Background: an optimization exercise with open tools, aiming at small area and a short achievable clock period. Do not read the settings as production practice.
RTL that was checked went through simulation tests only; none was proved equivalent to the original.
Power is estimated from default activity; no workload was simulated.

Setup of tundra:
// GameModeEazy
module GameModeEazy(
input wire clk,
input wire rst,
input wire load,
input wire [63:0] load_board,
input wire [3:0]btn,
input wire [3:0]mode,
output wire [63:0] num,
output wire [15:0] judge
    );
Size: ~2900 cells after synthesis, about 160 I/O pins, about 19000 sq um of cells after synthesis.
clock: 28.0 ns
lec_check: 0
cap_margin: 20
core_margin: 2
core_utilization: 30
gpl_routability_driven: 1
slew_margin: 20
standard.sh (not shown) runs the stock make flow with config.mk's settings and CLKGATE_MAP_FILE= SYNTH_SCRIPT=/design/flow/synth_recipe.tcl, a recipe that flattens the netlist after the stock synthesis.
==> flow/flow/run.sh <==
#!/bin/bash
# The standard layout (standard.sh, unchanged synthesis), with two
# settings changed:
#  - the timing repair steps aim for a setup slack margin well above zero,
#    so the layout is optimised for speed rather than only for the loose
#    clock period;
#  - the port buffers that every input and output gets are buf_2 cells
#    rather than the resizer's default pick (a slow delay buffer).
# The full tool output goes to standard.log in this folder.
set -uo pipefail
bash standard.sh SETUP_SLACK_MARGIN=20 "BUFFER_PORTS_ARGS=-buffer_cell sky130_fd_sc_hd__buf_2" finish > standard.log 2>&1
tundra finished every stage and its layout cleared the timing, DRC and antenna checks.
For sierra, these inputs were changed with respect to tundra:
diff --git a/flow/design.v b/flow/design.v
--- a/flow/design.v
+++ b/flow/design.v
@@ -149,26 +149,26 @@
 	wire E2 = n[2] & (c2 == c3);
 	wire [2:0] qf = {E2, E1, E0};
 	wire [2:0] qb = {n[1] & E0, n[2] & (n[1] ? E1 : E0), n[2] ? E2 : (n[1] ? E1 : E0)};
 	wire [9:0] fpp, bpp;
 	wire [5:0] fpi, bpi;
 	wire [3:0] fc, bc;
 	wire fch, bch, fbig, bbig;
 	dctl fw(.n(n), .q(qf), .f(fl[2:0]), .b3(b3l), .f7(f7l[2:0]),
 	        .pp(fpp), .pi(fpi), .occ(fc), .big(fbig), .chg(fch));
 	dctl bw(.n({n[0], n[1], n[2], n[3]}), .q(qb), .f({fl[1], fl[2], fl[3]}),
 	        .b3({b3l[0], b3l[1], b3l[2], b3l[3]}), .f7({f7l[1], f7l[2], f7l[3]}),
 	        .pp(bpp), .pi(bpi), .occ(bc), .big(bbig), .chg(bch));
-	wire [9:0] gfp = fpp & {10{sd[DF]}},   gbp = bpp & {10{sd[DF+1]}};
-	wire [5:0] gfi = fpi & {6{sd[DF]}},    gbi = bpi & {6{sd[DF+1]}};
+	wire [9:0] gfp = fpp,   gbp = bpp;
+	wire [5:0] gfi = fpi,   gbi = bpi;
 	wire [3:0] fe0 = c0, fe1 = c1, fe2 = c2, fe3 = c3;
 	wire [3:0] fi0 = inc[4*B +: 4], fi1 = inc[4*(B+S) +: 4], fi2 = inc[4*(B+2*S) +: 4];
 	wire [3:0] bi0 = inc[4*(B+3*S) +: 4], bi1 = inc[4*(B+2*S) +: 4], bi2 = inc[4*(B+S) +: 4];
 	assign tv[DF][4*B +: 4] =
 		(c0 & {4{gfp[0]}}) | (c1 & {4{gfp[1]}}) | (c2 & {4{gfp[2]}}) | (c3 & {4{gfp[3]}}) |
 		(fi0 & {4{gfi[0]}}) | (fi1 & {4{gfi[1]}}) | (fi2 & {4{gfi[2]}});
 	assign tv[DF][4*(B+S) +: 4] =
 		(c1 & {4{gfp[4]}}) | (c2 & {4{gfp[5]}}) | (c3 & {4{gfp[6]}}) |
 		(fi1 & {4{gfi[3]}}) | (fi2 & {4{gfi[4]}});
 	assign tv[DF][4*(B+2*S) +: 4] =
 		(c2 & {4{gfp[7]}}) | (c3 & {4{gfp[8]}}) | (fi2 & {4{gfi[5]}});
 	assign tv[DF][4*(B+3*S) +: 4] = c3 & {4{gfp[9]}};
@@ -197,25 +197,26 @@
 generate
 for (d = 0; d < 4; d = d + 1) begin : dir
 	spawn sp(.em(~oc[d]), .c(c1h), .changed(|ch[d]), .sel(sp_sel[d]));
 	assign bgd[d] = |bg[d];
 end
 endgenerate
 wire [15:0] sel = (sp_sel[0] & {16{sd[0]}}) | (sp_sel[1] & {16{sd[1]}}) | (sp_sel[2] & {16{sd[2]}}) | (sp_sel[3] & {16{sd[3]}});
 wire big = |(bgd & sd);
 wire [63:0] nxt;
 wire [15:0] nzl;
 generate
 for (i = 0; i < 16; i = i + 1) begin : nx
-	assign nxt[4*i +: 4] = tv[0][4*i +: 4] | tv[1][4*i +: 4] | tv[2][4*i +: 4] | tv[3][4*i +: 4] |
+	assign nxt[4*i +: 4] = (tv[0][4*i +: 4] & {4{sd[0]}}) | (tv[1][4*i +: 4] & {4{sd[1]}}) |
+	                       (tv[2][4*i +: 4] & {4{sd[2]}}) | (tv[3][4*i +: 4] & {4{sd[3]}}) |
 	                       (num_reg[4*i +: 4] & {4{sh}}) | (load_board[4*i +: 4] & {4{sl}}) |
 	                       {2'b00, sel[i] & big, sel[i] & ~big} |
 	                       {3'b000, rst & (i == 1 || i == 15)};
 	assign nzl[i] = |load_board[4*i +: 4];
 end
 endgenerate
 always @(posedge clk) begin
 	num_reg <= nxt;
 	if (rst) count <= 2'b00;
 	else if (~load & m3) count <= cnt_n;
 end
 endmodule
Results
On total die area, sierra and tundra are neck and neck.
sierra was carried through to the last stage, and its layout satisfied the timing, DRC and antenna checks.
sierra vs. tundra: placement-stage cell area dropped 0.59%; sum of met2 wire segment lengths after detailed routing dropped about 9%.
Changes observed in sierra relative to tundra: total power fell by 140 uW, global routing usage on met1 went down by 5.4 points.
Diff tundra -> sierra | via count of the first global-routing pass | down by a few percent
The lower met3 layer usage reported by global route came out of sierra.
sierra vs tundra, fraction of layout instances using a drive strength above 1 went down by 1.1 points.
For tundra, only the layout was checked, not whether the RTL still works.

[afterwards: timing with drivers on the ports]
The results above use ideal ports. As a check the final layouts listed here were re-extracted and re-timed, cells and wires unchanged. Step 1 sets driving cells, clkbuf_16 on the clock port and buf_2 on the other inputs (assumed; they add their load-dependent delay and slew). Step 2 also shifts input and output timing later by t, the mid clock arrival at the registers, as if the neighbouring blocks saw the same clock. Three values: no drivers, after step 1, after step 2; two values: the first two.
run	shift t [ns]	setup slack, ns	worst data-port slew with drivers (ns)
tundra	0.468	19.869 / 19.807 / 19.526	0.04
sierra	0.457	19.995 / 19.930 / 19.711	0.04
After both steps every run listed still meets setup and hold. The setup slack of tundra, which loses most, moves by -0.062 ns with the drivers and by -0.343 ns with both steps.
